Background: an optimization exercise with open tools, aiming at small area and a short achievable clock period. Do not read the settings as production practice.
The RTL was checked by simulation tests, not by an equivalence proof against the original design.
No run shown here takes its clock network from TritonCTS; it comes from the design's own scripts or RTL.
The flow treats the clock pin as an ideal source. Dropping or thinning the clock tree relies on that and would not hold on a real chip.
Power and IR drop assume default switching activity.

`flow/flow/run.sh`:
```
#!/bin/bash
set -euo pipefail
bash standard.sh finish PRE_CTS_TCL="$PWD/flow/my_cts.tcl" \
  POST_CTS_TCL="$PWD/flow/post_cts.tcl" \
  BUFFER_PORTS_ARGS="-buffer_cell sky130_fd_sc_hd__buf_4" \
  MATCH_CELL_FOOTPRINT=0 > standard.log 2>&1
```
`flow/flow/my_cts.tcl`:
```
# Replaces clock_tree_synthesis with a two-level tree: K leaf buffers, each
# driving one cluster of clock sinks (k-means on sink locations), fed by up to
# R root buffers (k-means on the leaf locations), which the clock port feeds.
# Every sink sees the same two buffer stages.
rename clock_tree_synthesis orig_clock_tree_synthesis
source [file join [file dirname [info script]] my_cts_params.tcl]

proc my_kmeans {pts k iters} {
  # pts: list of {x y}; returns list of cluster index per point
  set n [llength $pts]
  set sorted [lsort -real -index 0 $pts]
  set cents {}
  for {set i 0} {$i < $k} {incr i} {
    lappend cents [lindex $sorted [expr {int(($i + 0.5) * $n / $k)}]]
  }
  set asg {}
  for {set it 0} {$it < $iters} {incr it} {
    set asg {}
    foreach p $pts {
      set best 0; set bd 1e30; set ci 0
      foreach c $cents {
        set dx [expr {[lindex $p 0] - [lindex $c 0]}]
        set dy [expr {[lindex $p 1] - [lindex $c 1]}]
        set d [expr {$dx * $dx + $dy * $dy}]
        if {$d < $bd} { set bd $d; set best $ci }
        incr ci
      }
      lappend asg $best
    }
    # balance: cap cluster size, move overflow points to nearest non-full cluster
    set newc {}
    for {set c 0} {$c < $k} {incr c} { set sx($c) 0.0; set sy($c) 0.0; set sn($c) 0 }
    foreach p $pts a $asg {
      set sx($a) [expr {$sx($a) + [lindex $p 0]}]
      set sy($a) [expr {$sy($a) + [lindex $p 1]}]
      incr sn($a)
    }
    for {set c 0} {$c < $k} {incr c} {
      if {$sn($c) > 0} {
        lappend newc [list [expr {$sx($c) / $sn($c)}] [expr {$sy($c) / $sn($c)}]]
      } else {
        lappend newc [lindex $cents $c]
      }
    }
    set cents $newc
  }
  return [list $asg $cents]
}

# Reassign points so that no cluster holds more than cap * N / K points:
# points with the most to lose pick first, each taking its nearest cluster
# with room. Returns the assignment and the new cluster centres.
proc my_balance {pts cents capf} {
  set n [llength $pts]
  set k [llength $cents]
  set cap [expr {int(ceil($capf * $n / $k))}]
  set order {}
  set i 0
  foreach p $pts {
    set ds {}
    set ci 0
    foreach c $cents {
      set dx [expr {[lindex $p 0] - [lindex $c 0]}]
      set dy [expr {[lindex $p 1] - [lindex $c 1]}]
      lappend ds [list $ci [expr {sqrt($dx * $dx + $dy * $dy)}]]
      incr ci
    }
    set ds [lsort -real -index 1 $ds]
    set dist($i) $ds
    lappend order [list $i [expr {[lindex $ds 1 1] - [lindex $ds 0 1]}]]
    incr i
  }
  for {set c 0} {$c < $k} {incr c} { set used($c) 0; set sx($c) 0.0; set sy($c) 0.0 }
  foreach o [lsort -real -decreasing -index 1 $order] {
    set i [lindex $o 0]
    foreach d $dist($i) {
      set c [lindex $d 0]
      if {$used($c) < $cap} { set a($i) $c; incr used($c); break }
    }
  }
  set asg {}
  for {set i 0} {$i < $n} {incr i} {
    lappend asg $a($i)
    set p [lindex $pts $i]
    set sx($a($i)) [expr {$sx($a($i)) + [lindex $p 0]}]
    set sy($a($i)) [expr {$sy($a($i)) + [lindex $p 1]}]
  }
  set newc {}
  for {set c 0} {$c < $k} {incr c} {
    if {$used($c) > 0} {
      lappend newc [list [expr {$sx($c) / $used($c)}] [expr {$sy($c) / $used($c)}]]
    } else {
      lappend newc [lindex $cents $c]
    }
  }
  return [list $asg $newc]
}

# Registers that drive an output port (through its port buffer) get the
# strongest drive of their cell type.
proc my_upsize_port_flops {} {
  set block [ord::get_db_block]
  foreach bt [$block getBTerms] {
    if {[$bt getIoType] ne "OUTPUT"} { continue }
    set net [$bt getNet]
    foreach it [$net getITerms] {
      if {![$it isOutputSignal]} { continue }
      set buf [$it getInst]
      foreach bit [$buf getITerms] {
        if {![$bit isInputSignal]} { continue }
        set inet [$bit getNet]
        if {$inet eq "NULL"} { continue }
        foreach dit [$inet getITerms] {
          if {![$dit isOutputSignal]} { continue }
          set ff [$dit getInst]
          set m [[$ff getMaster] getName]
          if {[regexp {^(sky130_fd_sc_hd__dfxtp)_[0-9]+$} $m -> base]} {
            puts "my_cts: [$ff getName] $m -> ${base}_4"
            replace_cell [$ff getName] ${base}_4
          }
        }
      }
    }
  }
}

# Plain registers whose output feeds many pins get a stronger drive.
proc my_upsize_fanout_flops {} {
  set block [ord::get_db_block]
  foreach inst [$block getInsts] {
    set m [[$inst getMaster] getName]
    if {![regexp {^sky130_fd_sc_hd__dfxtp_1$} $m]} { continue }
    set q [$inst findITerm Q]
    set net [$q getNet]
    if {$net eq "NULL"} { continue }
    set n [expr {[llength [$net getITerms]] - 1}]
    if {$n >= $::my_cts_ff4} {
      replace_cell [$inst getName] sky130_fd_sc_hd__dfxtp_4
    } elseif {$n >= $::my_cts_ff2} {
      replace_cell [$inst getName] sky130_fd_sc_hd__dfxtp_2
    }
  }
}

proc clock_tree_synthesis {args} {
  global my_cts_k my_cts_leaf my_cts_root
  set k $my_cts_k
  set leafm $my_cts_leaf
  set rootm $my_cts_root
  my_upsize_port_flops
  my_upsize_fanout_flops
  set db [ord::get_db]
  set block [ord::get_db_block]
  set clknet [$block findNet clk]
  set sinks {}
  set pts {}
  foreach it [$clknet getITerms] {
    set inst [$it getInst]
    set loc [$inst getLocation]
    set bb [$inst getBBox]
    lappend sinks $it
    lappend pts [list [expr {([$bb xMin] + [$bb xMax]) / 2.0}] [expr {([$bb yMin] + [$bb yMax]) / 2.0}]]
  }
  puts "my_cts: [llength $sinks] sinks, $k leaves"
  lassign [my_kmeans $pts $k 30] asg cents
  lassign [my_balance $pts $cents $::my_cts_cap] asg cents
  set lm [$db findMaster $leafm]
  set rm [$db findMaster $rootm]
  # group the leaves under R root buffers, each fed by the clock port
  set r $::my_cts_r
  lassign [my_kmeans $cents $r 30] rasg rcents
  for {set q 0} {$q < $r} {incr q} {
    if {[lsearch -exact $rasg $q] < 0} { continue }
    set rootnet($q) [odb::dbNet_create $block clknet_root_$q]
    $rootnet($q) setSigType CLOCK
    set root [odb::dbInst_create $block $rm clkbuf_root_$q]
    set rc [lindex $rcents $q]
    $root setLocation [expr {int([lindex $rc 0])}] [expr {int([lindex $rc 1])}]
    $root setPlacementStatus PLACED
    [$root findITerm A] connect $clknet
    [$root findITerm X] connect $rootnet($q)
  }
  for {set c 0} {$c < $k} {incr c} {
    set n [odb::dbNet_create $block clknet_leaf_$c]
    $n setSigType CLOCK
    set b [odb::dbInst_create $block $lm clkbuf_leaf_$c]
    set cc [lindex $cents $c]
    $b setLocation [expr {int([lindex $cc 0])}] [expr {int([lindex $cc 1])}]
    $b setPlacementStatus PLACED
    [$b findITerm A] connect $rootnet([lindex $rasg $c])
    [$b findITerm X] connect $n
    set leafnet($c) $n
    set cnt($c) 0
  }
  foreach it $sinks a $asg {
    $it disconnect
    $it connect $leafnet($a)
    incr cnt($a)
  }
  set_propagated_clock [all_clocks]
  for {set c 0} {$c < $k} {incr c} { puts "my_cts: leaf $c at [lindex $cents $c]: $cnt($c) sinks" }
  return ""
}
```
`flow/flow/my_cts_params.tcl`:
```
set ::my_cts_k 16
set ::my_cts_r 4
set ::my_cts_leaf sky130_fd_sc_hd__clkbuf_16
set ::my_cts_root sky130_fd_sc_hd__clkbuf_16
set ::my_cts_cap 1.1
set ::my_cts_ff4 7
set ::my_cts_ff2 4
```
`flow/flow/post_cts.tcl`:
```
# A second setup repair after the standard post-CTS one, over all endpoints.
estimate_parasitics -placement
repair_timing -setup -setup_margin 1.2 -repair_tns 100 -verbose
detailed_placement
check_placement -verbose
```
`flow/standard.sh`:
```
#!/bin/bash
# synth_recipe.tcl (not shown) runs the flow's synth.tcl, then flattens the netlist and writes it again
# the make line also repeats each setting of config.mk as NAME=value (left out here)
make -C /OpenROAD-flow-scripts/flow DESIGN_CONFIG=/design/flow/config.mk WORK_HOME=/design/flow/orfs CLKGATE_MAP_FILE= SYNTH_SCRIPT=/design/flow/synth_recipe.tcl "${@:-finish}"
```
`flow/config.mk`:
```
export PLATFORM = sky130hd
export DESIGN_NAME = fifo
export DESIGN_NICKNAME = fifo
export VERILOG_FILES = /design/flow/design.v
export SDC_FILE = /design/flow/constraint.sdc
export NUM_CORES = 4
export LEC_CHECK = 0
export CAP_MARGIN = 20
export CORE_MARGIN = 2
export CORE_UTILIZATION = 55
export SETUP_SLACK_MARGIN = 1.1
export SLEW_MARGIN = 20
export TNS_END_PERCENT = 5
```
`flow/constraint.sdc`:
```
create_clock -name core_clock -period 2.4 [get_ports {clk}]
set_input_delay 0.4800 -clock core_clock [delete_from_list [all_inputs] [get_ports {clk}]]
set_output_delay 0.4800 -clock core_clock [all_outputs]
set_load 0.01 [all_outputs]
```
`flow/design.v`:
```
module fifo(
    input         clk,
    input         rst,         
    input  [7:0]  data_in,
    input         w_en,
    input         r_en,
    output reg [7:0] data_out,
    output reg    full,
    output reg    empty
);
    reg [7:0] mem [0:3][0:7];
    reg [3:0] wb;               
    reg [3:0] wbok;             
    reg [7:0] wr;               
    reg [3:0] rb;               
    reg [3:0] rbok;             
    reg [7:0] crow [0:3];       
    reg [3:0] cm;               
    reg [8:0] cq;               
    reg [7:0] cand [0:3];       
    reg [7:0] wd;               
    reg       byp;              
    reg       nfull, nempty;    
    reg       up_q, dn_q;       
    wire wok = w_en & nfull;
    wire rd  = r_en & nempty;
    genvar b, i;
    generate
        for (b = 0; b < 4; b = b + 1) begin : g_bank
            for (i = 0; i < 8; i = i + 1) begin : g_row
                always @(posedge clk)
                    if (w_en & wbok[b] & wr[i])
                        mem[b][i] <= data_in;
            end
            reg [7:0] sel;
            integer k;
            always @* begin
                sel = 8'b0;
                for (k = 0; k < 8; k = k + 1)
                    sel = sel | ({8{crow[b][k]}} & mem[b][k]);
            end
            always @(posedge clk)
                cand[b] <= sel;
            always @(posedge clk)
                if (!rst)
                    crow[b] <= 8'b1;
                else if (r_en & rbok[b])
                    crow[b] <= {crow[b][6:0], crow[b][7]};
        end
    endgenerate
    wire [3:0] hs = rb & {4{~byp}};
    wire [7:0] head = ({8{hs[0]}} & cand[0]) | ({8{hs[1]}} & cand[1])
                    | ({8{hs[2]}} & cand[2]) | ({8{hs[3]}} & cand[3])
                    | ({8{byp}} & wd);
    wire inc = w_en & (r_en ? empty : nfull);
    wire dec = r_en & (w_en ? full : nempty);
    wire       one_n   = cq[0] & cm[1];
    wire       n31_n   = cq[7] & cm[3];
    wire       empty_n = ~w_en & (empty | (r_en & one_n));
    wire       full_n  = ~r_en & (full | (w_en & n31_n));
    wire [3:0] wb_n    = wok ? {wb[2:0], wb[3]} : wb;
    wire [3:0] rb_n    = rd ? {rb[2:0], rb[3]} : rb;
    wire [3:0] cm_n    = inc ? {cm[2:0], cm[3]} : (dec ? {cm[0], cm[3:1]} : cm);
    wire       up      = w_en & ~r_en & up_q;
    wire       dn      = r_en & (w_en ? full : dn_q);
    always @(posedge clk) begin
        wd  <= data_in;
        byp <= wok & (empty | (r_en & one_n));
    end
    always @(posedge clk) begin
        if (!rst) begin
            wb       <= 4'b1;
            wbok     <= 4'b1;
            wr       <= 8'b1;
            rb       <= 4'b1;
            rbok     <= 4'b0;
            cm       <= 4'b1;
            cq       <= 9'b1;
            up_q     <= 1'b0;
            dn_q     <= 1'b0;
            empty    <= 1'b1;
            full     <= 1'b0;
            nempty   <= 1'b0;
            nfull    <= 1'b1;
            data_out <= 8'b0;
        end else begin
            wb     <= wb_n;
            wbok   <= full_n ? 4'b0 : wb_n;
            if (w_en & wbok[3])
                wr <= {wr[6:0], wr[7]};
            rb     <= rb_n;
            rbok   <= empty_n ? 4'b0 : rb_n;
            if (rd)
                data_out <= head;
            cm     <= cm_n;
            if (up)
                cq <= {cq[7:0], 1'b0};
            else if (dn)
                cq <= {1'b0, cq[8:1]};
            up_q   <= cm_n[3] & ~full_n;
            dn_q   <= cm_n[0] & ~empty_n;
            empty  <= empty_n;
            full   <= full_n;
            nempty <= ~empty_n;
            nfull  <= ~full_n;
        end
    end
endmodule
```
==> results.cfg, run 1 <==
[detailed_routing]
dr_total_vias = 7512
avgViaCountPerCell = 6.27
ant_nets = 0
drt_wl_total_um = 30300
first_iter_violations = 723
avgRoutedWirePerCell_um = 25.3
drc = 0
drtPass1Iterations = 5

[worst_setup_path]
start_kind = flip-flop
critical_path_buf_inv_count = 1
arrival_ns = 0.83
slowest_delay_ns = 0.37
cp_cell_sequence = buf_6
critPathKind = flip-flop to primary output
critical_path_required_ns = 1.92
end_kind = primary output
worstPathMaxFanout = 4
cpLargestDelayFamily = flip-flops
cp_slowest_cell = dfxtp_4

[sta]
fin_crit_sh_pct = 54.6
tightest_slew_ns = 0.449
hold_viol = 0
setup_viol = 0
fmax_mhz = 763
skew_ns = 0.0657
rsz0062_at_grt = yes
period_needed_ns = 1.31
drv_slew = 0
setup_tns_ns = 0
slew_headroom_pct = 70.1

[pwr]
peakVddDrop_mv = 0.601
leakage_nw = 4.66
powerDensity_mw_per_mm2 = 737

[logic_synthesis]
synth-simple-area-share_pct = 7.66
syn_area_sq_mm = 0.0133
synth_nets = 902
yosysSeqAreaShare_pct = 76.5
avgSynthCellArea_sq_um = 14.9
yosys_warnings = 4
synth_compound_area_share_pct = 12.4
netlist_instances = 890
synthMuxAreaShare_pct = 1.36
synth_fa_ha_area_share_pct = 0
synth_top_family_by_area = compound AO/OA/AOI/OAI gates
ys_ff_latch = 380
synthXorXnorAreaFrac_pct = 0
synth_cell_type_count = 31

[placed_design]
hpwlAfterDp_um = 18700
dp_cells = 1170
io_buffers = 21
place_congestion = 0.835

[floorplan]
fp.dieW_um = 160
die_area_sq_mm = 0.0254
fp.dieH_um = 160
core_sq_mm = 0.0236
num_rows = 56
ios = 22
start_util_pct = 56.3

[cts]
clkTransAtPathRegs_ns = 0.09
clk_latency_ns = 0.35

[global_route]
grt_max_degree = 60
grt_pass1_vias = 7437
antenna_found_initial = 2
track_usage_pct = 23.4
grt_overflow_total = 0
grt_pass1_wl_um = 45900

[layout]
diodes = 0
drive_gt1_share_pct = 18.9
most-common-layout-cells = edfxtp_1, a22oi_1, dfxtp_1
nets = 893
layout_commonest_cell = edfxtp_1
area_delta_synth_final_pct = 10.2
final_cells = 1198

[hold_path]
min_path_type = flip-flop to flip-flop

[run]
timing.max_cap.violations = 0

[run_status]
status = complete, no violations
-- final timing paths --
check / slack (ns) / cells past startpoint / from / endpoint
worst max-delay path: 1.09 / 1 / full / full
worst min-delay path: 0.49 / 2 / mem[19][1] / cand[2][1]
worst max register to register: 1.16 / 4 / full / dn_q
worst min register to register: 0.49 / 2 / mem[19][1] / cand[2][1]
-- synth_stat cells (all sizes together) --
library cell	n	area, sq um
nor3	1	5.00
nor2	7	26.3
nand3b	2	15.0
a31oi	3	18.8
dfxtp	124	2480
edfxtp	256	7690
a21boi	31	233
a221oi	1	15.0
a211oi	1	12.5
inv	5	18.8
and3	34	213
nand3	48	240
buf	12	80.1
a21oi	24	120
clkbuf	50	188
mux2i	14	140
and2	2	13.8
o21a	1	7.51
a22oi	145	1090
mux2	3	41.3
nor2b	17	106
nand2	47	199
nand4	32	200
o21ai	30	150
-- flip-flops by register name (all words and copies together), names as in the netlist --
name      count
cand         32
wr            8
nfull         1
rbok          4
mem         256
rb            4
wb            4
wd            8
crow         32
wbok          4
nempty        1
data_out      8
full          1
cm            4
dn_q          1
empty         1
cq            9
byp           1
up_q          1
-- metal layers --
layer	track usage, %	vias up	share of wire (%)
li1	-	3420	-
met1	34.0	3774	44
met2	38.6	269	48
met3	2.27	45	5.5
met4	5.66	4	2.7
met5	0	-	0.093
-- cell families (layout without fill, tap and decap cells) --
family	Yosys count	count (layout)
DFF	380	380
AOI/OAI and AO/OA	236	236
muxes	17	17
and+or+nand+nor	190	192
buffers and inverters	67	54
-- per-stage QoR --
| step | utilization (%) | hold slack [ns] | area (sq um) | worst slack, ns | total power, W |
|---|---|---|---|---|---|
| detailed placement | 58.1 | 0.461 | 13700 | 0.421 | 0.00766 |
| global route | 62.1 | 0.501 | 14700 | 1.07 | 0.0111 |
| global placement | 58.1 | 0.472 | 13700 | 0.524 | 0.00764 |
| finish | 62.1 | 0.492 | 14700 | 1.09 | 0.0108 |
| floorplan | - | 0.440 | 13400 | 0.971 | 0.00747 |
-- report_power, final --
group / total [W] / internal, W / switching, W
clock network: 0.00329 / 0.00150 / 0.00179
logic: 0.000414 / 0.000148 / 0.000266
registers: 0.00709 / 0.00702 / 0.0000767
total: 0.0108 / 0.00867 / 0.00213
-- layout make-up --
| cell class | count | area [sq um] |
|---|---|---|
| timing repair buffer | 29 | 317 |
| multi-input combinational | 445 | 3030 |
| inverter | 5 | 18.8 |
| tap | 319 | 399 |
| fill | 1754 | 8960 |
| sequential | 380 | 10400 |
| buffer | 20 | 500 |
==> run 2, diff against run 1 <==
--- a/flow/design.v
+++ b/flow/design.v
@@ -53,18 +53,18 @@
                     | ({8{hs[2]}} & cand[2]) | ({8{hs[3]}} & cand[3])
                     | ({8{byp}} & wd);
-    wire inc = w_en & (r_en ? empty : nfull);
-    wire dec = r_en & (w_en ? full : nempty);
+    wire inc = w_en & (r_en ? ~nempty : nfull);
+    wire dec = r_en & (w_en ? ~nfull : nempty);
     wire       one_n   = cq[0] & cm[1];
     wire       n31_n   = cq[7] & cm[3];
-    wire       empty_n = ~w_en & (empty | (r_en & one_n));
-    wire       full_n  = ~r_en & (full | (w_en & n31_n));
+    wire       empty_n = ~w_en & (~nempty | (r_en & one_n));
+    wire       full_n  = ~r_en & (~nfull | (w_en & n31_n));
     wire [3:0] wb_n    = wok ? {wb[2:0], wb[3]} : wb;
     wire [3:0] rb_n    = rd ? {rb[2:0], rb[3]} : rb;
     wire [3:0] cm_n    = inc ? {cm[2:0], cm[3]} : (dec ? {cm[0], cm[3:1]} : cm);
     wire       up      = w_en & ~r_en & up_q;
-    wire       dn      = r_en & (w_en ? full : dn_q);
+    wire       dn      = r_en & (w_en ? ~nfull : dn_q);
     always @(posedge clk) begin
         wd  <= data_in;
-        byp <= wok & (empty | (r_en & one_n));
+        byp <= wok & (~nempty | (r_en & one_n));
     end
     always @(posedge clk) begin
==> flow/flow/run.sh (replaced) <==
#!/bin/bash
set -euo pipefail
bash standard.sh finish PRE_CTS_TCL="$PWD/flow/my_cts.tcl" \
  BUFFER_PORTS_ARGS="-buffer_cell sky130_fd_sc_hd__buf_4" \
  MATCH_CELL_FOOTPRINT=0 > standard.log 2>&1
--- a/flow/config.mk
+++ b/flow/config.mk
@@ -9,5 +9,5 @@
 export CORE_MARGIN = 2
 export CORE_UTILIZATION = 55
-export SETUP_SLACK_MARGIN = 1.1
+export SETUP_SLACK_MARGIN = 1.2
 export SLEW_MARGIN = 20
 export TNS_END_PERCENT = 5
removed: flow/flow/post_cts.tcl
==> run 2 against run 1 <==
Against the previous run:
- global-route usage down 0.26 points
- sequential share of layout area down 0.051 points
- flip-flop and latch count unchanged
- cell area up 0.14%
- hold slack worse by 0.033 ns
- register-to-register slack worse by 0.03 ns
- critical endpoint is now data_out[0]
- largest power group unchanged
==> results.cfg, run 2 <==
[detailed_routing]
ant_nets = 0
avgRoutedWirePerCell_um = 25.4
drc = 0
avgViaCountPerCell = 6.30
drt_wl_total_um = 30400
drtPass1Iterations = 5
dr_total_vias = 7518
first_iter_violations = 782

[worst_setup_path]
critical_path_required_ns = 1.92
critical_path_buf_inv_count = 1
start_kind = flip-flop
cpLargestDelayFamily = flip-flops
cp_cell_sequence = buf_6
slowest_delay_ns = 0.36
rrSetupSlack_ns = 1.13
cp_slowest_cell = dfxtp_4
r2r-start = wr[4]
reg2reg_depth = 1
arrival_ns = 0.84
r2r_end = mem[20][4]
worstPathMaxFanout = 2
end_kind = primary output
critPathKind = flip-flop to primary output

[cts]
clk_latency_ns = 0.37
clkTransAtPathRegs_ns = 0.10
hold_buffers = 0

[layout]
top_register = mem
reg_top3 = mem x256, cand x32, crow x32
layout_commonest_cell = edfxtp_1
finish.instance_area_sq_mm = 0.0147
diodes = 0
drive_gt1_share_pct = 19.3
nets = 889
final_util_pct = 62.2
most-common-layout-cells = edfxtp_1, a22oi_1, dfxtp_4
largest_reg_flops = 256
area_delta_synth_final_pct = 10.1
fillerInstances = 1750

[hold_path]
min_to = cand[3][3]
hold_depth = 2
min_path_type = flip-flop to flip-flop
min-delay-start = mem[31][3]

[pwr]
clkPwrFrac_pct = 30.6
peakVddDrop_mv = 0.487
p_sw_share_pct = 19.7
intPower_w = 0.00867
combPwrFrac_pct = 3.6
p_sw_w = 0.00213
leakage_nw = 4.59
powerDensity_mw_per_mm2 = 736
seq_power_share_pct = 65.8
design_power_total_w = 0.0108

[logic_synthesis]
yosysSeqAreaShare_pct = 76.3
ys_top_cells_by_count = edfxtp_1, a22oi_1, dfxtp_1
synth.area.top_cells = edfxtp_1, dfxtp_1, a22oi_1
ys_ff_latch = 380
yosysTopAreaCell = edfxtp_1
syn_area_sq_mm = 0.0133
synth_top_area_share_pct = 57.7
synth_edf_count = 256
yosys_warnings = 4
ys.flop_type = edfxtp_1
synth_most_common_cell = edfxtp_1
synth_cell_type_count = 35
avgSynthCellArea_sq_um = 15.0
netlist_instances = 889
async_flop_share_pct = 0
synth_nets = 901

[floorplan]
fp.dieW_um = 160
start_util_pct = 56.4
ios = 22
core_sq_mm = 0.0236
die_area_sq_mm = 0.0255
fp.dieH_um = 160
num_rows = 56

[sta]
setup_tns_ns = 0
fmax_mhz = 756
hold_viol = 0
rsz0062_at_grt = yes
fin_crit_sh_pct = 55.1
skew_ns = 0.0802
slew_headroom_pct = 65.0
tightest_slew_ns = 0.525
period_needed_ns = 1.32
drv_slew = 0
setup_viol = 0

[placed_design]
placed_area_sq_mm = 0.0137
place_congestion = 0.852
hpwlAfterDp_um = 18500
io_buffers = 21

[global_route]
grt_max_degree = 73
grt_pass1_wl_um = 45100
grt_pass1_vias = 7273
track_usage_pct = 23.2
antenna_found_initial = 0
grt_overflow_total = 0

[run_status]
status = complete, no violations

[run]
timing.max_cap.violations = 0
[run 2: what timing repair did]
action / in CTS / in global routing
endpoints found under the setup margin: 276 / 88
gates resized for setup: 29 / 10
gates cloned: 1 / 2
pin swaps: 1 / 1
setup buffers: 2 / 1
[run 2: worst max-delay path by stage]
stage	endpoint	slack, ns	depth (start not counted)	start
floorplan	mem[0][0]	1.06	4	w_en
global placement	data_out[6]	0.57	4	r_en
detailed placement	data_out[1]	0.39	4	r_en
global route	data_out[0]	1.05	1	data_out[0]
finish	data_out[0]	1.08	1	data_out[0]
CTS	data_out[0]	1.06	1	data_out[0]
[run 2: layer usage]
layer	vias to the layer above	track usage (%)	wire [um]
li1	3436	-	-
met1	3810	35.7	14000
met2	230	36.5	14200
met3	42	1.84	1500
met4	0	5.12	766
met5	-	0	0
[run 2: logic make-up after synthesis]
family | Yosys count | share of synthesized area, %
AOI/OAI and AO/OA | 238 | 13.2
buffers and inverters | 64 | 2.09
DFF | 380 | 76.3
muxes | 5 | 0.376
and+or+nand+nor | 202 | 8.05
[run 2: layout make-up]
class                           count  area, sq um  share of cell area, %
Buffer                             20          500                   3.41
Sequential cell                   380        10400                   70.8
Tap cell                          319          399                   2.72
Multi-Input combinational cell    445         3050                   20.8
Timing Repair Buffer               28          318                   2.17
Inverter                            2         7.51                 0.0511
[run 2: power by group through the flow]
stage                     Combinational (W)  Clock, W  Sequential [W]
final                              0.000390   0.00331         0.00711
after CTS                          0.000370   0.00335         0.00710
after floorplan                    0.000219         0         0.00725
after global placement             0.000332         0         0.00729
after detailed placement           0.000345         0         0.00730
after global routing               0.000421   0.00356         0.00712
[run 2: through the flow]
step	setup WS, ns	std cells	hold WS, ns
floorplan	1.06	889	0.440
global placement	0.569	1168	0.466
detailed placement	0.395	1168	0.462
CTS	1.06	1191	0.448
global route	1.05	1194	0.473
finish	1.08	1194	0.459
==> run 3, diff against run 2 <==
==> flow/flow/my_cts_params.tcl (replaced) <==
set ::my_cts_k 24
set ::my_cts_r 4
set ::my_cts_leaf sky130_fd_sc_hd__clkbuf_16
set ::my_cts_root sky130_fd_sc_hd__clkbuf_16
set ::my_cts_cap 1.1
set ::my_cts_ff4 7
set ::my_cts_ff2 4
==> run 3 against run 2 <==
Against the previous run:
- still clean on timing, DRC and antenna
- sequential share of layout area decreased by 0.68 points
- via count increased by 0.53%
- critical path depth unchanged
- hold slack about the same
- power increased by 6.0%
- fmax increased by 1.4%
- register-to-register slack improved by 0.03 ns
- global-route usage about the same
- cell count increased by 0.59%
- clock skew decreased by 0.019 ns
- first-iteration DRC count decreased by 3.8%
- utilization increased by 0.60 points
- critical endpoint is now data_out[7]
==> results.cfg, run 3 <==
[worst_setup_path]
cpLargestDelayFamily = flip-flops
crit_path_start = data_out[7]
slowest_delay_ns = 0.36
worstPathMaxFanout = 2
cp_slowest_cell = dfxtp_4
end_kind = primary output
critPathKind = flip-flop to primary output
critical_path_buf_inv_count = 1
start_kind = flip-flop
cp_cell_sequence = buf_6
critical_path_required_ns = 1.92
arrival_ns = 0.82
r2r-start = wr[5]

[logic_synthesis]
ys.flop_type = edfxtp_1
yosysTopAreaCell = edfxtp_1
synth_nets = 901
syn_area_sq_mm = 0.0133
yosysSeqAreaShare_pct = 76.3
avgSynthCellArea_sq_um = 15.0
synth_cell_type_count = 35
ys_ff_latch = 380
synth.area.top_cells = edfxtp_1, dfxtp_1, a22oi_1
netlist_instances = 889
yosys_warnings = 4
synth_top_area_share_pct = 57.7
async_flop_share_pct = 0
ys_top_cells_by_count = edfxtp_1, a22oi_1, dfxtp_1
synth_edf_count = 256
synth_most_common_cell = edfxtp_1

[layout]
register_area_sq_mm = 0.0104
reg_top3 = mem x256, cand x32, crow x32
largest_reg_flops = 256
multi_input_area_sq_mm = 0.00304
drive_gt1_share_pct = 19.5
area_delta_synth_final_pct = 11.2
layout_commonest_cell = edfxtp_1
finish.instance_area_sq_mm = 0.0148
diodes = 0
top_register = mem
nets = 896
fillerInstances = 1727
most-common-layout-cells = edfxtp_1, a22oi_1, dfxtp_4

[sta]
hold_viol = 0
setup_tns_ns = 0
period_needed_ns = 1.30
setup_viol = 0
rsz0062_at_grt = yes
skew_ns = 0.0613
tightest_slew_ns = 0.530
drv_slew = 0
fmax_mhz = 767
slew_headroom_pct = 64.7
fin_crit_sh_pct = 54.3
holdWs_ns = 0.460

[detailed_routing]
routed.top_layer = met4
avgViaCountPerCell = 6.29
drc = 0
drt_wl_total_um = 30100
dr_total_vias = 7558
wl_met2_um = 13800
wl_met1_um = 13700
drtPass1Iterations = 5
avgRoutedWirePerCell_um = 25.1
first_iter_violations = 752
wl_met3_um = 1690
ant_nets = 0

[global_route]
antenna_found_initial = 0
grt_pass1_wl_um = 45100
grt_overflow_total = 0
track_usage_pct = 23.1
grt_max_degree = 73
grt_pass1_vias = 7352

[floorplan]
num_rows = 56
ios = 22
core_sq_mm = 0.0236
fp.dieH_um = 160
start_util_pct = 56.4
fp.dieW_um = 160
die_area_sq_mm = 0.0255

[pwr]
p_sw_share_pct = 19.3
seq_power_share_pct = 62.1
combPwrFrac_pct = 3.3
p_sw_w = 0.00221
clkPwrFrac_pct = 34.6
powerDensity_mw_per_mm2 = 773
intPower_w = 0.00924
leakage_nw = 4.67
peakVddDrop_mv = 0.573

[placed_design]
hpwlAfterDp_um = 18500
placed_area_sq_mm = 0.0137
io_buffers = 21
place_congestion = 0.852

[run_status]
status = complete, no violations

[hold_path]
min_path_type = flip-flop to flip-flop
min-delay-start = wb[1]

[cts]
clk_latency_ns = 0.35
hold_buffers = 0
clkTransAtPathRegs_ns = 0.07

[run]
timing.max_cap.violations = 0
[run 3: repair_timing]
action | 4_1_cts | 5_1_grt
gates cloned | 1 | 0
pin swaps | 0 | 2
setup endpoints to repair | 218 | 128
buffers inserted | 4 | 0
gates resized for setup | 23 | 16
[run 3: cells by family (layout without fill, tap and decap cells)]
group / count (synthesis) / after routing / share of synthesized area [%]
simple gates: 202 / 202 / 8.05
compound gates: 238 / 238 / 13.2
flops: 380 / 380 / 76.3
buf+inv: 64 / 57 / 2.09
mux: 5 / 5 / 0.376
[run 3: worst paths after layout]
kind | slack [ns] | end | cells after the start
setup / recovery | 1.10 | data_out[7] | 1
hold / removal | 0.46 | wb[2] | 2
setup reg to reg | 1.16 | mem[29][0] | 1
hold reg to reg | 0.46 | wb[2] | 2
[run 3: cell type report]
type / instances / area share [%]
timing repair buffer: 27 / 1.87
tap: 319 / 2.69
buffer: 28 / 4.73
sequential: 380 / 70.2
multi-input combinational: 445 / 20.5
inverter: 2 / 0.0507
[run 3: through the flow]
| step | util [%] | instances | total power, W | setup WS, ns |
|---|---|---|---|---|
| final | 62.8 | 1201 | 0.0114 | 1.10 |
| after global routing | 62.8 | 1201 | 0.0118 | 1.08 |
| after CTS | 62.5 | 1201 | 0.0115 | 1.08 |
| after detailed placement | 58.1 | 1168 | 0.00764 | 0.395 |
| after global placement | 58.1 | 1168 | 0.00762 | 0.569 |
| after floorplan | - | 889 | 0.00747 | 1.06 |
[run 3: worst min-delay path: cells and delay by family (launching register included)]
kind               cells  cell delay, ns
AOI/OAI and AO/OA      1            0.08
DFF                    1            0.31
and+or+nand+nor        1            0.05
[run 3: power by group through the flow]
stage	logic [W]	registers (W)	clock network, W
after detailed placement	0.000345	0.00730	0
after floorplan	0.000219	0.00725	0
after global routing	0.000411	0.00712	0.00426
final	0.000380	0.00711	0.00396
after global placement	0.000332	0.00729	0
after CTS	0.000368	0.00711	0.00403
[run 3: layer usage]
metal / up-vias / global-route usage (%)
li1: 3445 / -
met3: 52 / 2.23
met5: - / 0
met2: 261 / 35.9
met1: 3800 / 35.5
met4: 0 / 6.20
==> run 4, diff against run 3 <==
==> flow/flow/my_cts_params.tcl (replaced) <==
set ::my_cts_k 16
set ::my_cts_r 4
set ::my_cts_leaf sky130_fd_sc_hd__clkbuf_16
set ::my_cts_root sky130_fd_sc_hd__clkbuf_16
set ::my_cts_cap 1.1
set ::my_cts_ff4 7
set ::my_cts_ff2 4
--- a/flow/config.mk
+++ b/flow/config.mk
@@ -8,6 +8,6 @@
 export CAP_MARGIN = 20
 export CORE_MARGIN = 2
-export CORE_UTILIZATION = 55
-export SETUP_SLACK_MARGIN = 1.2
+export CORE_UTILIZATION = 45
+export SETUP_SLACK_MARGIN = 1.15
 export SLEW_MARGIN = 20
 export TNS_END_PERCENT = 5
==> run 4 against run 3 <==
Against the previous run:
- still clean
- die area grew 22%
- synthesized area unchanged
- clock skew is 0.021 ns lower
- critical path type unchanged
- largest power group unchanged
==> results.cfg, run 4 <==
[worst_setup_path]
critPathKind = flip-flop to primary output
critical_path_required_ns = 1.92
slowest_delay_ns = 0.36
critical_path_buf_inv_count = 1
cpLargestDelayFamily = flip-flops
cp_cell_sequence = buf_4
worstPathMaxFanout = 2
arrival_ns = 0.82
end_kind = primary output
start_kind = flip-flop
cp_slowest_cell = dfxtp_4

[placed_design]
dp_cells = 1245
io_buffers = 21
placed_area_sq_mm = 0.0139
place_congestion = 0.759
hpwlAfterDp_um = 18300

[layout]
reg_top3 = mem x256, cand x32, crow x32
drive_gt1_share_pct = 18.4
area_delta_synth_final_pct = 9.93
top_register = mem
largest_reg_flops = 256
finish.instance_area_sq_mm = 0.0147
layout_commonest_cell = edfxtp_1
final_cells = 1267
most-common-layout-cells = edfxtp_1, a22oi_1, nand2_1
diodes = 0
nets = 891

[floorplan]
fp.dieH_um = 176
start_util_pct = 45.3
die_area_sq_mm = 0.0310
core_sq_mm = 0.0294
fp.dieW_um = 176
ios = 22
num_rows = 63

[run_status]
status = complete, no violations

[detailed_routing]
avgRoutedWirePerCell_um = 23.6
drtPass1Iterations = 5
avgViaCountPerCell = 5.88
drt_wl_total_um = 29900
first_iter_violations = 700
dr_total_vias = 7451
drc = 0
ant_nets = 0

[sta]
period_needed_ns = 1.30
hold_viol = 0
skew_ns = 0.0398
holdWs_ns = 0.483
fmax_mhz = 768
rsz0062_at_grt = yes
slew_headroom_pct = 64.7
setup_viol = 0
setup_tns_ns = 0
tightest_slew_ns = 0.530
drv_slew = 0
fin_crit_sh_pct = 54.3

[logic_synthesis]
ys_top_cells_by_count = edfxtp_1, a22oi_1, dfxtp_1
synth_nets = 901
avgSynthCellArea_sq_um = 15.0
synth.area.top_cells = edfxtp_1, dfxtp_1, a22oi_1
async_flop_share_pct = 0
yosysTopAreaCell = edfxtp_1
ys_ff_latch = 380
yosysSeqAreaShare_pct = 76.3
ys.flop_type = edfxtp_1
synth_cell_type_count = 35
syn_area_sq_mm = 0.0133
netlist_instances = 889
synth_most_common_cell = edfxtp_1
yosys_warnings = 4
synth_edf_count = 256
synth_top_area_share_pct = 57.7

[global_route]
grt_pass1_wl_um = 45200
grt_overflow_total = 0
track_usage_pct = 19.1
grt_max_degree = 55
grt_pass1_vias = 7157
grt_util_met3_pct = 1.70
use_met1_pct = 28.8
antenna_found_initial = 1
top_usage_layer = met2
globalRouteMet2Util_pct = 31.1

[pwr]
peakVddDrop_mv = 0.348
powerDensity_mw_per_mm2 = 739
leakage_nw = 4.55

[cts]
clk_latency_ns = 0.33
clkTransAtPathRegs_ns = 0.09

[hold_path]
min_path_type = flip-flop to flip-flop

[run]
timing.max_cap.violations = 0
## run 4: cells by family after synthesis
kind of cell,share of synthesized area [%]
AOI/OAI and AO/OA,13.2
buffers and inverters,2.09
DFF,76.3
muxes,0.376
and+or+nand+nor,8.05
## run 4: area by class of cell
| class | count | area [sq um] |
|---|---|---|
| plain buffers | 20 | 500 |
| repair buffers | 29 | 240 |
| fillers | 2486 | 14800 |
| multi-input cells | 446 | 3020 |
| well taps | 390 | 488 |
| flip-flops and latches | 380 | 10400 |
| inverters | 2 | 7.51 |
## run 4: path summary, 6_finish.rpt
kind	from	endpoint	slack, ns	cells after the start
worst min-delay path	mem[4][5]	cand[0][5]	0.48	2
worst min register to register	mem[4][5]	cand[0][5]	0.48	2
worst max-delay path	data_out[2]	data_out[2]	1.10	1
worst max register to register	wr[7]	mem[23][6]	1.16	1
## run 4: per-stage QoR
| stage | total power [W] | util [%] | setup WS [ns] |
|---|---|---|---|
| after global placement | 0.00766 | 47.2 | 0.564 |
| after floorplan | 0.00747 | - | 1.06 |
| final | 0.0108 | 49.8 | 1.10 |
| after CTS | 0.0109 | 49.8 | 1.09 |
| after global routing | 0.0111 | 49.8 | 1.07 |
| after detailed placement | 0.00766 | 47.2 | 0.540 |
## run 4: power by group
| part | switching [W] | internal [W] | leakage [nW] |
|---|---|---|---|
| Combinational | 0.000239 | 0.000135 | 0.935 |
| Sequential | 0.0000889 | 0.00702 | 3.37 |
| Clock | 0.00183 | 0.00150 | 0.246 |
| Total | 0.00216 | 0.00866 | 4.55 |
## run 4: metal layers
metal / vias to the layer above / part of all wire [%]
met5: - / 0.050
li1: 3432 / -
met1: 3799 / 47
met4: 2 / 1.8
met3: 40 / 4.9
met2: 178 / 47
## run 4: what timing repair did
item / CTS / global route
setup buffers: 1 / 0
endpoints found under the setup margin: 152 / 98
resized for setup: 16 / 2
hold buffers: 0 / 0
cloned: 1 / 0
==> run 5, diff against run 4 <==
--- a/flow/config.mk
+++ b/flow/config.mk
@@ -8,5 +8,5 @@
 export CAP_MARGIN = 20
 export CORE_MARGIN = 2
-export CORE_UTILIZATION = 45
+export CORE_UTILIZATION = 65
 export SETUP_SLACK_MARGIN = 1.15
 export SLEW_MARGIN = 20
==> run 5 against run 4 <==
Against the previous run:
- cell count shrank 9.3%
- power shrank 0.72%
- largest cell class unchanged
- die area shrank 30%
- still clean on timing, DRC and antenna
- highest routed layer unchanged
==> results.cfg, run 5 <==
[logic_synthesis]
synth_cell_type_count = 35
yosys_warnings = 4
ys.flop_type = edfxtp_1
syn_area_sq_mm = 0.0133
yosysSeqAreaShare_pct = 76.3
yosysTopAreaCell = edfxtp_1
synth_nets = 901
netlist_instances = 889
synth_top_area_share_pct = 57.7
ys_top_cells_by_count = edfxtp_1, a22oi_1, dfxtp_1
synth_edf_count = 256
synth.area.top_cells = edfxtp_1, dfxtp_1, a22oi_1
avgSynthCellArea_sq_um = 15.0
async_flop_share_pct = 0
ys_ff_latch = 380
synth_most_common_cell = edfxtp_1

[worst_setup_path]
cp-endpoint = data_out[7]
rrSetupSlack_ns = 1.14
start_kind = flip-flop
reg2reg_depth = 1
worstPathMaxFanout = 2
critPathKind = flip-flop to primary output
cp_cell_sequence = buf_6
critical_path_buf_inv_count = 1
r2r-start = wr[5]
end_kind = primary output
crit_path_start = data_out[7]
r2r_end = mem[29][5]
cp_slowest_cell = dfxtp_4
path_depth = 1
critical_path_required_ns = 1.92
cpLargestDelayFamily = flip-flops
arrival_ns = 0.81
slowest_delay_ns = 0.36

[sta]
worst_slack_ns = 1.11
tightest_slew_ns = 0.484
setup_tns_ns = 0
drv_slew = 0
hold_viol = 0
slew_headroom_pct = 67.7
skew_ns = 0.0399
rsz0062_at_grt = yes
setup_viol = 0
fmax_mhz = 777
fin_crit_sh_pct = 53.7
period_needed_ns = 1.29

[pwr]
design_power_total_w = 0.0107
powerDensity_mw_per_mm2 = 736
peakVddDrop_mv = 0.595
leakage_nw = 4.59

[detailed_routing]
drtPass1Iterations = 5
avgViaCountPerCell = 6.61
ant_nets = 0
avgRoutedWirePerCell_um = 25.6
drc = 0
dr_total_vias = 7593
drt_wl_total_um = 29400
first_iter_violations = 911

[placed_design]
io_buffers = 21
placed_area_sq_mm = 0.0137
hpwlAfterDp_um = 17700
dp_slack_ns = 0.400
place_congestion = 0.934

[global_route]
grt_pass1_wl_um = 43700
top_usage_layer = met2
grt_pass1_vias = 7232
track_usage_pct = 26.7
antenna_found_initial = 1
grt_max_degree = 73
grt_overflow_total = 0
use_met1_pct = 40.6
globalRouteMet2Util_pct = 43.3
grt_util_met3_pct = 3.01

[floorplan]
num_rows = 52
fp.dieH_um = 147
fp.dieW_um = 147
core_sq_mm = 0.0202
start_util_pct = 66.1
ios = 22
die_area_sq_mm = 0.0217

[cts]
clkTransAtPathRegs_ns = 0.09
clk_latency_ns = 0.34
hold_buffers = 0

[layout]
register_area_sq_mm = 0.0104
finish.instance_area_sq_mm = 0.0146
largest_reg_flops = 256
top_register = mem
nets = 893
reg_top3 = mem x256, cand x32, crow x32
layout_commonest_cell = edfxtp_1
drive_gt1_share_pct = 19.2
fillerInstances = 1299
diodes = 0
multi_input_area_sq_mm = 0.00305
most-common-layout-cells = edfxtp_1, a22oi_1, nand2_1, dfxtp_4, dfxtp_1
area_delta_synth_final_pct = 9.57

[run]
timing.max_cap.violations = 0

[run_status]
status = complete, no violations

[hold_path]
min_path_type = flip-flop to flip-flop
-- run 5: cell counts after synthesis --
Identical to the previous run, type by type.
-- run 5: layer usage --
metal	up-vias	share of wire, %
met5	-	0.044
met4	2	2.0
met3	42	8.0
met2	346	48
met1	3762	42
li1	3441	-
-- run 5: worst min-delay path by stage --
stage / startpoint / endpoint / slack (ns) / cells past startpoint
global route: mem[28][0] / cand[3][0] / 0.48 / 2
global placement: mem[28][0] / cand[3][0] / 0.46 / 2
finish: mem[28][0] / cand[3][0] / 0.46 / 2
floorplan: mem[7][0] / cand[0][0] / 0.44 / 2
detailed placement: mem[15][0] / cand[1][0] / 0.46 / 2
CTS: mem[28][0] / cand[3][0] / 0.47 / 2
-- run 5: timing repair --
action	in CTS	in global routing
buffers inserted	0	7
cloned	0	2
hold endpoints to repair	0	0
pin swaps	0	2
resized for setup	14	22
setup endpoints to repair	160	103
-- run 5: where the power goes --
group	switching (W)	leakage (nW)	total (W)	internal [W]
combinational	0.000239	0.974	0.000389	0.000150
clock	0.00175	0.246	0.00325	0.00150
sequential	0.0000861	3.37	0.00711	0.00702
-- run 5: logic make-up after synthesis --
family | count (synthesis) | share of synthesized area [%]
AOI/OAI and AO/OA | 238 | 13.2
and+or+nand+nor | 202 | 8.05
buffers and inverters | 64 | 2.09
muxes | 5 | 0.376
DFF | 380 | 76.3
-- run 5: final cells by class --
class,instances,area share (%)
inverters,2,0.0514
multi-input cells,446,20.9
repair buffers,31,2.12
plain buffers,20,3.43
flip-flops and latches,380,71.2
well taps,270,2.31
-- run 5: through the flow --
| stage | hold slack (ns) | cells | utilization, % |
|---|---|---|---|
| after global placement | 0.458 | 1120 | 67.8 |
| after detailed placement | 0.464 | 1120 | 67.8 |
| final | 0.463 | 1149 | 72.4 |
| after CTS | 0.469 | 1140 | 71.6 |
| after global routing | 0.482 | 1149 | 72.4 |
| after floorplan | 0.440 | 889 | - |
==> run 6, diff against run 5 <==
--- a/flow/config.mk
+++ b/flow/config.mk
@@ -9,5 +9,5 @@
 export CORE_MARGIN = 2
 export CORE_UTILIZATION = 65
-export SETUP_SLACK_MARGIN = 1.15
+export SETUP_SLACK_MARGIN = 1.2
 export SLEW_MARGIN = 20
-export TNS_END_PERCENT = 5
+export TNS_END_PERCENT = 100
==> run 6 against run 5 <==
Against the previous run:
- hold slack improved by 0.023 ns
- cell area up 1.4%
- power rose by 0.51%
- register-to-register slack improved by 0.05 ns
- via count up 2.4%
- highest routed layer is now met4
==> results.cfg, run 6 <==
[floorplan]
fp.dieH_um = 147
die_area_sq_mm = 0.0217
num_rows = 52
core_sq_mm = 0.0202
start_util_pct = 66.1
fp.dieW_um = 147
ios = 22

[logic_synthesis]
ys_top_cells_by_count = edfxtp_1, a22oi_1, dfxtp_1
syn_area_sq_mm = 0.0133
synth_cell_type_count = 35
ys.flop_type = edfxtp_1
synth_nets = 901
synth_edf_count = 256
yosysTopAreaCell = edfxtp_1
synth_top_area_share_pct = 57.7
synth.area.top_cells = edfxtp_1, dfxtp_1, a22oi_1
yosysSeqAreaShare_pct = 76.3
synth_most_common_cell = edfxtp_1
async_flop_share_pct = 0
ys_ff_latch = 380
avgSynthCellArea_sq_um = 15.0
netlist_instances = 889
yosys_warnings = 4

[hold_path]
hold_depth = 2
min_path_type = flip-flop to flip-flop
min-delay-start = cq[8]
min_to = cq[8]

[placed_design]
hpwlAfterDp_um = 17800
place_congestion = 0.953
io_buffers = 21

[sta]
setup_tns_ns = 0
setup_viol = 0
tightest_slew_ns = 0.497
fin_crit_sh_pct = 53.2
slew_headroom_pct = 66.9
hold_viol = 0
rsz0062_at_grt = yes
skew_ns = 0.0258
period_needed_ns = 1.28
fmax_mhz = 783
drv_slew = 0
holdWs_ns = 0.486

[worst_setup_path]
r2r-start = nempty
end_kind = primary output
cp_slowest_cell = dfxtp_4
critPathKind = flip-flop to primary output
cp_cell_sequence = buf_6
arrival_ns = 0.80
start_kind = flip-flop
slowest_delay_ns = 0.36
critical_path_buf_inv_count = 1
r2r_end = data_out[1]
rrSetupSlack_ns = 1.19
worstPathMaxFanout = 2
reg2reg_depth = 5
critical_path_required_ns = 1.92
cpLargestDelayFamily = flip-flops

[global_route]
top_usage_layer = met2
grt_overflow_total = 0
track_usage_pct = 26.6
use_met1_pct = 40.6
grt_util_met3_pct = 1.86
antenna_found_initial = 0
grt_pass1_vias = 7285
grt_max_degree = 73
grt_pass1_wl_um = 43900
globalRouteMet2Util_pct = 44.1

[detailed_routing]
drtPass1Iterations = 5
dr_total_vias = 7772
drc = 0
avgRoutedWirePerCell_um = 25.6
drt_wl_total_um = 29500
ant_nets = 0
first_iter_violations = 840
avgViaCountPerCell = 6.76

[pwr]
p_sw_share_pct = 19.5
seq_power_share_pct = 65.8
peakVddDrop_mv = 0.562
combPwrFrac_pct = 3.9
clkPwrFrac_pct = 30.3
powerDensity_mw_per_mm2 = 729
intPower_w = 0.00869
design_power_total_w = 0.0108
p_sw_w = 0.00211
leakage_nw = 4.66

[cts]
clk_latency_ns = 0.32
clkTransAtPathRegs_ns = 0.09
hold_buffers = 0

[run]
timing.max_cap.violations = 0

[layout]
drive_gt1_share_pct = 22.4
layout_commonest_cell = edfxtp_1
register_area_sq_mm = 0.0104
diodes = 0
multi_input_area_sq_mm = 0.00320
reg_top3 = mem x256, cand x32, crow x32
nets = 894
top_register = mem
most-common-layout-cells = edfxtp_1, a22oi_1, dfxtp_4
fillerInstances = 1264
area_delta_synth_final_pct = 11.1
largest_reg_flops = 256

[run_status]
status = complete, no violations
run 6: cell counts after synthesis:
No cell type changed its count.
run 6: layout make-up:
cell class / instances / area share [%]
Buffer: 20 / 3.38
Sequential cell: 380 / 70.2
Timing Repair Buffer: 32 / 2.48
Multi-Input combinational cell: 446 / 21.6
Inverter: 2 / 0.0507
Tap cell: 270 / 2.28
run 6: what timing repair did:
item / in CTS / in global routing
cloned: 1 / 4
endpoints found under the setup margin: 321 / 39
resized for setup: 32 / 27
buffers inserted: 1 / 4
pin swaps: 1 / 8
run 6: through the flow:
stage	setup WS [ns]	instances	util (%)	area [sq um]
2_1_floorplan	1.06	889	-	13600
3_3_place_gp	0.646	1120	68.3	13800
3_5_place_dp	0.523	1120	68.3	13800
4_1_cts	1.11	1142	72.5	14600
5_1_grt	1.10	1150	73.4	14800
6_report	1.12	1150	73.4	14800
run 6: worst max-delay path by stage:
stage | to | start | cells after the start | slack, ns
final | data_out[4] | data_out[4] | 1 | 1.12
after CTS | full | full | 1 | 1.11
after detailed placement | cq[3] | r_en | 5 | 0.52
after global placement | cq[2] | r_en | 5 | 0.65
after global routing | data_out[4] | data_out[4] | 1 | 1.10
after floorplan | mem[0][0] | w_en | 4 | 1.06
run 6: power by group through the flow:
stage | logic (W) | clock network, W | registers, W
after floorplan | 0.000236 | 0 | 0.00725
after global placement | 0.000339 | 0 | 0.00729
after detailed placement | 0.000357 | 0 | 0.00729
after CTS | 0.000382 | 0.00331 | 0.00710
after global routing | 0.000451 | 0.00355 | 0.00712
final | 0.000420 | 0.00327 | 0.00711
run 6: routing by layer:
layer,share of wire (%),vias to the layer above,wire length [um]
met5,0,-,0
met4,1.9,0,551
met3,7.7,38,2260
met2,49,378,14300
met1,42,3906,12300
li1,-,3450,-
run 6: cells by family (layout without fill, tap and decap cells):
family / Yosys count / count (layout) / share of synthesized area, %
flip-flops: 380 / 380 / 76.3
AO/OA/AOI/OAI: 238 / 239 / 13.2
AND/OR/NAND/NOR: 202 / 202 / 8.05
buffers and inverters: 64 / 54 / 2.09
multiplexers: 5 / 5 / 0.376
==> run 7, diff against run 6 <==
--- a/flow/config.mk
+++ b/flow/config.mk
@@ -8,6 +8,6 @@
 export CAP_MARGIN = 20
 export CORE_MARGIN = 2
-export CORE_UTILIZATION = 65
-export SETUP_SLACK_MARGIN = 1.2
+export CORE_UTILIZATION = 70
+export SETUP_SLACK_MARGIN = 1.15
 export SLEW_MARGIN = 20
 export TNS_END_PERCENT = 100
==> run 7 against run 6 <==
Against the previous run:
- highest routed layer unchanged
- via count is 0.37% higher
- utilization grew 4.6 points
- largest power group unchanged
- power fell by 0.38%
- routed wire length rose by 0.95%
- still clean on timing, DRC and antenna
==> results.cfg, run 7 <==
[run]
timing.max_cap.violations = 0

[logic_synthesis]
synth.area.top_cells = edfxtp_1, dfxtp_1, a22oi_1
avgSynthCellArea_sq_um = 15.0
synth_edf_count = 256
ys_ff_latch = 380
ys_top_cells_by_count = edfxtp_1, a22oi_1, dfxtp_1
yosys_warnings = 4
async_flop_share_pct = 0
syn_area_sq_mm = 0.0133
synth_nets = 901
synth_cell_type_count = 35
synth_top_area_share_pct = 57.7
yosysTopAreaCell = edfxtp_1
synth_most_common_cell = edfxtp_1
ys.flop_type = edfxtp_1
netlist_instances = 889
yosysSeqAreaShare_pct = 76.3

[floorplan]
fp.dieH_um = 142
ios = 22
num_rows = 50
die_area_sq_mm = 0.0202
fp.dieW_um = 142
core_sq_mm = 0.0187
start_util_pct = 71.3

[worst_setup_path]
critical_path_buf_inv_count = 1
critPathKind = flip-flop to primary output
critical_path_required_ns = 1.92
worstPathMaxFanout = 2
cp_slowest_cell = dfxtp_4
rrSetupSlack_ns = 1.19
arrival_ns = 0.81
r2r-start = nfull
end_kind = primary output
cp_cell_sequence = buf_6
r2r_end = up_q
cpLargestDelayFamily = flip-flops
start_kind = flip-flop
reg2reg_depth = 4
path_depth = 1
slowest_delay_ns = 0.37

[detailed_routing]
drt_wl_total_um = 29700
first_iter_violations = 1027
drtPass1Iterations = 5
avgViaCountPerCell = 7.03
drc = 0
dr_total_vias = 7801
avgRoutedWirePerCell_um = 26.8
ant_nets = 0

[sta]
rsz0062_at_grt = yes
setup_tns_ns = 0
period_needed_ns = 1.29
setup_viol = 0
fmax_mhz = 778
fin_crit_sh_pct = 53.6
slew_headroom_pct = 66.2
hold_viol = 0
tightest_slew_ns = 0.507
skew_ns = 0.0322
drv_slew = 0

[layout]
diodes = 0
largest_reg_flops = 256
final_cells = 1109
layout_commonest_cell = edfxtp_1
reg_top3 = mem x256, cand x32, crow x32
top_register = mem
nets = 889
multi_input_area_sq_mm = 0.00312
area_delta_synth_final_pct = 9.59
fillerInstances = 1030
drive_gt1_share_pct = 20.5
most-common-layout-cells = edfxtp_1, a22oi_1, dfxtp_4
register_area_sq_mm = 0.0104

[global_route]
grt_max_degree = 73
track_usage_pct = 29.5
grt_pass1_wl_um = 44400
grt_overflow_total = 0
globalRouteMet2Util_pct = 47.4
use_met1_pct = 44.1
grt_util_met3_pct = 2.96
top_usage_layer = met2
grt_pass1_vias = 7410
antenna_found_initial = 1

[placed_design]
hpwlAfterDp_um = 18000
dp_cells = 1084
io_buffers = 21
place_congestion = 1.05

[pwr]
leakage_nw = 4.58
peakVddDrop_mv = 0.647
powerDensity_mw_per_mm2 = 736

[cts]
clk_latency_ns = 0.33
clkTransAtPathRegs_ns = 0.10

[hold_path]
min-delay-start = mem[28][5]
min_to = cand[3][5]
min_path_type = flip-flop to flip-flop
hold_depth = 2

[run_status]
status = complete, no violations
[run 7: power by group]
group,switching [W],leakage [nW],internal [W]
registers,0.0000869,3.37,0.00702
logic,0.000242,0.966,0.000153
clock network,0.00175,0.246,0.00150
[run 7: worst max path at each step]
stage / startpoint / to / slack [ns]
finish: data_out[4] / data_out[4] / 1.11
global placement: w_en / mem[29][7] / 0.66
floorplan: w_en / mem[0][0] / 1.06
global route: data_out[4] / data_out[4] / 1.09
detailed placement: w_en / wbok[0] / 0.59
CTS: data_out[4] / data_out[4] / 1.11
[run 7: cell type report]
type	instances	area share, %
well taps	234	2.00
inverters	2	0.0514
flip-flops and latches	380	71.2
repair buffers	27	1.94
plain buffers	20	3.43
multi-input cells	446	21.4
[run 7: cells by family after synthesis]
| group | synth area share, % |
|---|---|
| compound gates | 13.2 |
| buf+inv | 2.09 |
| flops | 76.3 |
| mux | 0.376 |
| simple gates | 8.05 |
[run 7: what timing repair did]
item,CTS,global route
pin swaps,0,1
buffers inserted,1,2
hold buffers,0,0
endpoints found under the setup margin,132,55
resized for setup,25,18
cloned,1,1
hold endpoints to repair,0,0
[run 7: layer usage]
| metal | routed length (um) | part of all wire, % |
|---|---|---|
| met1 | 12100 | 41 |
| met2 | 14200 | 48 |
| met3 | 2550 | 8.6 |
| met4 | 956 | 3.2 |
| met5 | 0 | 0 |
[run 7: metrics by stage]
step | utilization (%) | power [W] | cell area, sq um | hold slack (ns) | setup WS, ns
after floorplan | - | 0.00748 | 13500 | 0.440 | 1.06
after global placement | 73.2 | 0.00762 | 13700 | 0.461 | 0.664
after detailed placement | 73.2 | 0.00765 | 13700 | 0.473 | 0.590
after CTS | 77.6 | 0.0107 | 14500 | 0.479 | 1.11
after global routing | 78.1 | 0.0111 | 14600 | 0.484 | 1.09
final | 78.1 | 0.0108 | 14600 | 0.485 | 1.11
[run 7: worst register-to-register path, delay by kind of cell, from the launching register on]
family | cells | cell delay, ns
flops | 1 | 0.38
compound gates | 2 | 0.34
simple gates | 2 | 0.40
==> run 8, diff against run 7 <==
==> flow/flow/my_cts_params.tcl (replaced) <==
set ::my_cts_k 16
set ::my_cts_r 4
set ::my_cts_leaf sky130_fd_sc_hd__clkbuf_16
set ::my_cts_root sky130_fd_sc_hd__clkbuf_16
set ::my_cts_cap 1.0
set ::my_cts_ff4 7
set ::my_cts_ff2 4
--- a/flow/config.mk
+++ b/flow/config.mk
@@ -8,5 +8,5 @@
 export CAP_MARGIN = 20
 export CORE_MARGIN = 2
-export CORE_UTILIZATION = 70
+export CORE_UTILIZATION = 65
 export SETUP_SLACK_MARGIN = 1.15
 export SLEW_MARGIN = 20
==> run 8 against run 7 <==
Against the previous run:
- still clean
- synthesized cell count did not move
- first-iteration DRC count fell by 14%
- cell count rose by 3.3%
- sequential power barely moved
- via count fell by 0.45%
- global-route usage fell by 1.5 points
- critical path depth did not move
- clock skew rose by 0.015 ns
- setup slack got worse by 0.0014 ns
- combinational power rose by 1%
- synthesized area did not move
- utilization fell by 5.4 points
- critical path type unchanged
- highest routed layer unchanged
==> results.cfg, run 8 <==
[run_status]
status = complete, no violations

[layout]
drive_gt1_share_pct = 19.9
diodes = 0
top_register = mem
largest_reg_flops = 256
most-common-layout-cells = edfxtp_1, a22oi_1, dfxtp_4
area_delta_synth_final_pct = 9.92
nets = 890
reg_top3 = mem x256, cand x32, crow x32
layout_commonest_cell = edfxtp_1
final_cells = 1146

[floorplan]
fp.dieH_um = 147
core_sq_mm = 0.0202
die_area_sq_mm = 0.0217
num_rows = 52
ios = 22
start_util_pct = 66.1
fp.dieW_um = 147

[pwr]
seq_power_share_pct = 65.6
powerDensity_mw_per_mm2 = 739
combPwrFrac_pct = 3.7
intPower_w = 0.00867
p_sw_share_pct = 19.9
p_sw_w = 0.00215
clkPwrFrac_pct = 30.7
leakage_nw = 4.58
peakVddDrop_mv = 0.546

[detailed_routing]
drc = 0
first_iter_violations = 887
avgRoutedWirePerCell_um = 26.5
drtPass1Iterations = 5
avgViaCountPerCell = 6.78
drt_wl_total_um = 30400
ant_nets = 0
dr_total_vias = 7766

[cts]
clk_latency_ns = 0.34
clkTransAtPathRegs_ns = 0.11
hold_buffers = 0

[sta]
fmax_mhz = 777
setup_tns_ns = 0
fin_crit_sh_pct = 53.6
rsz0062_at_grt = yes
drv_slew = 0
setup_viol = 0
slew_headroom_pct = 64.1
tightest_slew_ns = 0.539
skew_ns = 0.0477
period_needed_ns = 1.29
hold_viol = 0

[worst_setup_path]
worstPathMaxFanout = 1
slowest_delay_ns = 0.36
reg2reg_depth = 4
end_kind = primary output
critPathKind = flip-flop to primary output
critical_path_buf_inv_count = 1
start_kind = flip-flop
cpLargestDelayFamily = flip-flops
rrSetupSlack_ns = 1.19
arrival_ns = 0.81
cp_cell_sequence = buf_6
cp_slowest_cell = dfxtp_4
r2r_end = cq[3]
critical_path_required_ns = 1.92
r2r-start = up_q

[run]
timing.max_cap.violations = 0

[logic_synthesis]
synth_nets = 901
ys_top_cells_by_count = edfxtp_1, a22oi_1, dfxtp_1
ys.flop_type = edfxtp_1
yosys_warnings = 4
netlist_instances = 889
synth_most_common_cell = edfxtp_1
synth_edf_count = 256
synth_cell_type_count = 35
async_flop_share_pct = 0
synth.area.top_cells = edfxtp_1, dfxtp_1, a22oi_1
ys_ff_latch = 380
synth_top_area_share_pct = 57.7
yosysTopAreaCell = edfxtp_1
syn_area_sq_mm = 0.0133
yosysSeqAreaShare_pct = 76.3
avgSynthCellArea_sq_um = 15.0

[placed_design]
hpwlAfterDp_um = 18300
io_buffers = 21
dp_cells = 1122
place_congestion = 1.01

[global_route]
track_usage_pct = 27.9
grt_pass1_wl_um = 45400
grt_max_degree = 48
antenna_found_initial = 0
grt_pass1_vias = 7432
grt_overflow_total = 0

[hold_path]
min-delay-start = rst
min_to = wb[0]
min_path_type = primary input to flip-flop
hold_depth = 2
## run 8: kinds of logic (layout without fill, tap and decap cells)
family                 after synthesis  in the layout  share of synthesized area (%)
AOI/OAI and AO/OA                  238            238                           13.2
muxes                                5              5                          0.376
and+or+nand+nor                    202            203                           8.05
DFF                                380            380                           76.3
buffers and inverters               64             50                           2.09
## run 8: final cells by class
class / instances / area [sq um]
flip-flops and latches: 380 / 10400
fillers: 1319 / 5520
multi-input cells: 446 / 3100
plain buffers: 20 / 500
well taps: 270 / 338
repair buffers: 28 / 310
inverters: 2 / 7.51
## run 8: routing by layer
layer / vias up / GRT usage (%) / part of all wire, %
li1: 3444 / - / -
met1: 3912 / 42.3 / 43
met2: 357 / 45.1 / 47
met3: 53 / 2.48 / 7.1
met4: 0 / 6.63 / 3.1
met5: - / 0 / 0
## run 8: what timing repair did
action / in CTS / in global routing
cloned: 0 / 2
resized for setup: 20 / 15
setup buffers: 1 / 1
pin swaps: 0 / 1
endpoints found under the setup margin: 135 / 52
## run 8: how the worst max path moves through the flow
stage / startpoint / slack, ns / cells after the start / end
final: empty / 1.11 / 1 / empty
after global routing: empty / 1.09 / 1 / empty
after CTS: empty / 1.11 / 1 / empty
after detailed placement: r_en / 0.59 / 6 / up_q
after global placement: r_en / 0.60 / 6 / cm[3]
after floorplan: w_en / 1.06 / 4 / mem[0][0]
## run 8: power by group through the flow
stage | Sequential (W) | Clock (W) | Combinational [W]
final | 0.00711 | 0.00332 | 0.000399
after global routing | 0.00712 | 0.00356 | 0.000431
after CTS | 0.00710 | 0.00333 | 0.000378
after detailed placement | 0.00729 | 0 | 0.000360
after global placement | 0.00729 | 0 | 0.000342
after floorplan | 0.00725 | 0 | 0.000230
## run 8: stage by stage
stage / setup WS (ns) / hold WS, ns / util, % / power, W / cell area (sq um)
2_1_floorplan: 1.06 / 0.440 / - / 0.00748 / 13500
3_3_place_gp: 0.598 / 0.454 / 68.2 / 0.00763 / 13800
3_5_place_dp: 0.586 / 0.456 / 68.2 / 0.00765 / 13800
4_1_cts: 1.11 / 0.464 / 72.2 / 0.0108 / 14600
5_1_grt: 1.09 / 0.466 / 72.6 / 0.0111 / 14700
6_report: 1.11 / 0.465 / 72.6 / 0.0108 / 14700

separate check: timing with driven ports:
In the flow no input, the clock included, has a driving cell. The finished layouts below were timed again as built, in two steps.
Step 1: set_driving_cell puts a clkbuf_16 on clk and a buf_2 on each other input, an assumption about the parent block.
Step 2 times the ports against the registers' clock, not the clock port: input delays grow and output delays shrink by t, the midpoint of the rising clock arrivals with the driver on.
Slacks: ideal ports / drivers / drivers and shift; pairs: ideal ports / drivers.
run | shift t [ns] | setup slack, ns | worst register clock-pin slew, ns | worst data-port slew with drivers (ns) | cell pins on the clock port's net
run 1 | 0.423 | 1.089 / 0.982 / 0.717 | 0.10 / 0.10 | 0.17 | 4
run 2 | 0.431 | 1.078 / 0.975 / 0.759 | 0.12 / 0.12 | 0.17 | 4
run 3 | 0.432 | 1.097 / 0.988 / 0.769 | 0.07 / 0.07 | 0.11 | 4
run 4 | 0.419 | 1.098 / 0.993 / 0.776 | 0.10 / 0.10 | 0.05 | 4
run 5 | 0.407 | 1.112 / 1.019 / 0.815 | 0.09 / 0.09 | 0.07 | 4
run 6 | 0.412 | 1.123 / 1.024 / 0.777 | 0.09 / 0.09 | 0.17 | 4
run 7 | 0.421 | 1.114 / 1.010 / 0.755 | 0.10 / 0.10 | 0.11 | 4
run 8 | 0.416 | 1.113 / 1.014 / 0.789 | 0.11 / 0.11 | 0.09 | 4
After both steps setup and hold are still met in every run listed. The setup slack of run 1, which loses most, moves by -0.107 ns with the drivers and by -0.372 ns with both steps.
